From an optimization exercise on the open Yosys and OpenROAD flow, aimed at a short achievable clock period and few clock cycles; shortcuts taken in it are not production practice. Function was checked by simulation only, so behaviour that the tests miss may differ from the original. Power is estimated from default activity; no workload was simulated.

## Datapath
module Datapath (clk,rst,Enable,Instr,rData,dWriteMem,dReadMem,iAddr,dAddr,wData);
==> module Datapath, before the edit <==
module Datapath (clk,rst,Enable,Instr,rData,dWriteMem,dReadMem,iAddr,dAddr,wData);
	input clk, rst;
	input Enable;
	input[31:0] Instr, rData;
	output dWriteMem, dReadMem;
	output[31:0] iAddr, dAddr, wData;
	reg[31:0] pc;
	reg       d_valid;
	reg[31:0] d_instr, d_pc, d_target;
	reg[31:0] e_a, e_b, e_sd, e_pc, e_target;
	reg[4:0]  e_dest;
	reg       e_valid, e_wen, e_load, e_store, e_beq;
	reg       e_add, e_sub, e_and, e_or, e_slt;
	reg[31:0] m_res, m_sd;
	reg[4:0]  m_dest;
	reg       m_wen, m_load, m_store;
	reg[31:0] rf[1:31];
	assign dAddr = m_res;
	assign wData = m_sd;
	assign dReadMem = m_load;
	assign dWriteMem = m_store;
	wire hold = (m_load | m_store) & ~Enable;
	wire[31:0] m_val = m_load ? rData : m_res;
	wire m_commit = m_wen & ~hold;
	integer i;
	always @(posedge clk or negedge rst)
	begin
		if(!rst)
			for(i=1; i<32; i=i+1)
				rf[i] <= 32'd0;
		else if(m_commit)
			rf[m_dest] <= m_val;
	end
	wire[31:0] e_sum, e_diff;
	wire e_co, e_nb;
	KSAdd #(32, 5) AddAdder (.a(e_a), .b(e_b), .cin(1'b0), .s(e_sum), .co(e_co));
	KSAdd #(32, 5) SubAdder (.a(e_a), .b(~e_b), .cin(1'b1), .s(e_diff), .co(e_nb));
	wire e_ltu = ~e_nb;	 
	wire[31:0] e_res = ({32{e_add}} & e_sum) | ({32{e_sub}} & e_diff) |
	                   ({32{e_and}} & (e_a & e_b)) | ({32{e_or}} & (e_a | e_b)) |
	                   {31'd0, e_slt & e_ltu};
	wire redirect = e_beq & (e_a == e_b);
	wire[5:0] op = d_instr[31:26];
	wire[4:0] rs = d_instr[25:21];
	wire[4:0] rt = d_instr[20:16];
	wire[4:0] rd = d_instr[15:11];
	wire[5:0] fn = d_instr[5:0];
	wire[31:0] imm = {{16{d_instr[15]}}, d_instr[15:0]};
	wire is_r   = (op == 6'h00);
	wire is_beq = (op == 6'h04);
	wire is_addi = (op == 6'h08);
	wire is_lw  = (op == 6'h23);
	wire is_sw  = (op == 6'h2b);
	wire cond_beq = is_beq & (rs != rt);	 
	wire uses_rs = is_r | cond_beq | is_addi | is_lw | is_sw;
	wire uses_rt = is_r | cond_beq | is_sw;
	wire itype = is_addi | is_lw | is_sw;
	wire[4:0] dest = is_r ? rd : rt;
	wire wen = ((is_r & (rd != 5'd0)) | ((is_addi | is_lw) & (rt != 5'd0)));
	wire luse = d_valid & e_load & e_wen & ((uses_rs & (e_dest == rs)) | (uses_rt & (e_dest == rt)));
	wire fe_a = e_wen & (e_dest == rs);
	wire fm_a = m_wen & (m_dest == rs);
	wire fe_b = e_wen & (e_dest == rt);
	wire fm_b = m_wen & (m_dest == rt);
	wire[31:0] rf_a = (rs == 5'd0) ? 32'd0 : rf[rs];
	wire[31:0] rf_b = (rt == 5'd0) ? 32'd0 : rf[rt];
	wire[31:0] op_b = fe_b ? e_res : (fm_b ? m_val : rf_b);
	wire a_e = fe_a;
	wire a_m = ~fe_a & fm_a;
	wire a_r = ~fe_a & ~fm_a;
	wire b_i = itype;
	wire b_e = ~itype & fe_b;
	wire b_m = ~itype & ~fe_b & fm_b;
	wire b_r = ~itype & ~fe_b & ~fm_b;
	wire[31:0] e_and_r = e_a & e_b;
	wire[31:0] e_or_r = e_a | e_b;
	wire[31:0] next_a = ({32{a_e & e_add}} & e_sum) | ({32{a_e & e_sub}} & e_diff) |
	                    ({32{a_e & e_and}} & e_and_r) | ({32{a_e & e_or}} & e_or_r) |
	                    {31'd0, a_e & e_slt & e_ltu} |
	                    ({32{a_m}} & m_val) | ({32{a_r}} & rf_a);
	wire[31:0] next_b = ({32{b_e & e_add}} & e_sum) | ({32{b_e & e_sub}} & e_diff) |
	                    ({32{b_e & e_and}} & e_and_r) | ({32{b_e & e_or}} & e_or_r) |
	                    {31'd0, b_e & e_slt & e_ltu} |
	                    ({32{b_m}} & m_val) | ({32{b_r}} & rf_b) | ({32{b_i}} & imm);
	assign iAddr = pc;
	wire[31:0] pc4 = pc + 32'd4;
	wire taken_f = (Instr[31:26] == 6'h04) & (Instr[25:21] == Instr[20:16]);	 
	wire[31:0] f_imm = {{16{Instr[15]}}, Instr[15:0]};
	wire[29:0] target_w;
	wire target_co;
	KSAdd #(30, 5) TargetAdder (.a(pc[31:2]), .b(f_imm[29:0]), .cin(1'b1), .s(target_w), .co(target_co));
	wire[31:0] target = {target_w, pc[1:0]};
	wire[31:0] restart = e_valid ? e_pc : d_pc;
	always @(posedge clk)
	begin
		if(!luse)
		begin
			d_instr <= Instr;
			d_pc <= pc;
			d_target <= target;
		end
		e_a <= next_a;
		e_b <= next_b;
		e_sd <= op_b;
		e_pc <= d_pc;
		e_target <= d_target;
		e_dest <= dest;
		if(!hold)
		begin
			m_res <= e_res;
			m_sd <= e_sd;
			m_dest <= e_dest;
		end
	end
	always @(posedge clk or negedge rst)
	begin
		if(!rst)
		begin
			pc <= 32'd0;
			d_valid <= 1'b0;
			{e_valid, e_wen, e_load, e_store, e_beq} <= 5'd0;
			{e_add, e_sub, e_and, e_or, e_slt} <= 5'd0;
			{m_wen, m_load, m_store} <= 3'd0;
		end
		else
		begin
			if(hold)
			begin
				if(e_valid | d_valid)	 
					pc <= restart;
			end
			else if(redirect)
				pc <= e_target;
			else if(luse)
				pc <= pc;
			else if(taken_f)
				pc <= target;
			else
				pc <= pc4;
			if(hold | redirect)
				d_valid <= 1'b0;
			else if(!luse)
				d_valid <= 1'b1;
			if(!hold)
				{m_wen, m_load, m_store} <= {e_wen, e_load, e_store};
			if(hold | redirect | luse | ~d_valid)
			begin
				{e_valid, e_wen, e_load, e_store, e_beq} <= 5'd0;
				{e_add, e_sub, e_and, e_or, e_slt} <= 5'd0;
			end
			else
			begin
				e_valid <= 1'b1;
				e_wen <= wen;
				e_load <= is_lw;
				e_store <= is_sw;
				e_beq <= cond_beq;
				e_add <= itype | (is_r & (fn == 6'h20));
				e_sub <= is_r & (fn == 6'h22);
				e_and <= is_r & (fn == 6'h24);
				e_or  <= is_r & (fn == 6'h25);
				e_slt <= is_r & (fn == 6'h2a);
			end
		end
	end
endmodule
clock: 8.0 ns
lec_check: 0
cap_margin: 20
core_margin: 2
core_utilization: 40
place_density: 0.6
setup_slack_margin: 5
slew_margin: 20
run.sh (not shown) runs the stock make flow with config.mk's settings and CLKGATE_MAP_FILE= SYNTH_SCRIPT=/design/flow/synth_recipe.tcl, a recipe that flattens the netlist after the stock synthesis.
The starting point produced a layout that fails on antenna rules.
Testbench counts at the start, summed over its fixed seeds: cycles 12,417.
==> next run, changes <==
--- a/flow/design.v
+++ b/flow/design.v
@@ -83,15 +83,18 @@
 	                    {31'd0, b_e & e_slt & e_ltu} |
 	                    ({32{b_m}} & m_val) | ({32{b_r}} & rf_b) | ({32{b_i}} & imm);
 	assign iAddr = pc;
 	wire[31:0] pc4 = pc + 32'd4;
 	wire taken_f = (Instr[31:26] == 6'h04) & (Instr[25:21] == Instr[20:16]);	 
-	wire[31:0] f_imm = {{16{Instr[15]}}, Instr[15:0]};
-	wire[29:0] target_w;
-	wire target_co;
-	KSAdd #(30, 5) TargetAdder (.a(pc[31:2]), .b(f_imm[29:0]), .cin(1'b1), .s(target_w), .co(target_co));
-	wire[31:0] target = {target_w, pc[1:0]};
+	wire[15:0] t_lo;
+	wire t_c;
+	KSAdd #(16, 4) TargetAdder (.a(pc[17:2]), .b(Instr[15:0]), .cin(1'b1), .s(t_lo), .co(t_c));
+	wire[13:0] hi = pc[31:18];
+	wire[13:0] hi_inc = hi + 14'd1;
+	wire[13:0] hi_dec = hi - 14'd1;
+	wire[13:0] t_hi = Instr[15] ? (t_c ? hi : hi_dec) : (t_c ? hi_inc : hi);
+	wire[31:0] target = {t_hi, t_lo, pc[1:0]};
 	wire[31:0] restart = e_valid ? e_pc : d_pc;
 	always @(posedge clk)
 	begin
 		if(!luse)
 		begin
Now the flow completed with no timing, DRC or antenna violations. Worst setup slack gets worse by 170 ps. Via count goes up slightly. Sequential cell count stays the same. Register-to-register slack gets worse by 170 ps. Sequential power goes up slightly. Clock-buffer cell count goes down by 9. Final cell count goes down slightly. Clock skew goes up by 4.9 ps. Total power goes down slightly. Synthesized cell count goes down slightly. Maximum frequency goes down by a few percent. Worst hold slack gets worse by 13 ps. Non-clock buffer count goes down by 108. Final area goes down slightly.
Testbench counts after the change, summed over its fixed seeds: cycles 12,417.

[port drivers added, routing unchanged]
No port has a modelled driver above. Below, the same layouts with a new extraction and two added sets of constraints.
Step 1 sets driving cells, clkbuf_16 on the clock port and buf_2 on the other inputs (assumed; they add their load-dependent delay and slew).
Step 2, shift: input delay + t, output delay - t, t = (earliest + latest rising clock arrival at the registers) / 2. This alone moves slack from input paths to output paths.
Three values: no drivers, after step 1, after step 2; two values: the first two.
run | t, ns | slack for setup (ns) | hold WS [ns] | clock arrival spread, ns | pins driven straight from the clock port
the first run | 0.906 | 4.585 / 4.585 / 3.792 | 0.334 / 0.334 / 0.334 | 0.076 / 0.075 | 1
the second run | 0.921 | 4.419 / 4.419 / 3.616 | 0.321 / 0.321 / 0.321 | 0.065 / 0.065 | 1
For the second run, which loses most, drivers alone change the setup slack by 0.000 ns; drivers and shift together by -0.803 ns.
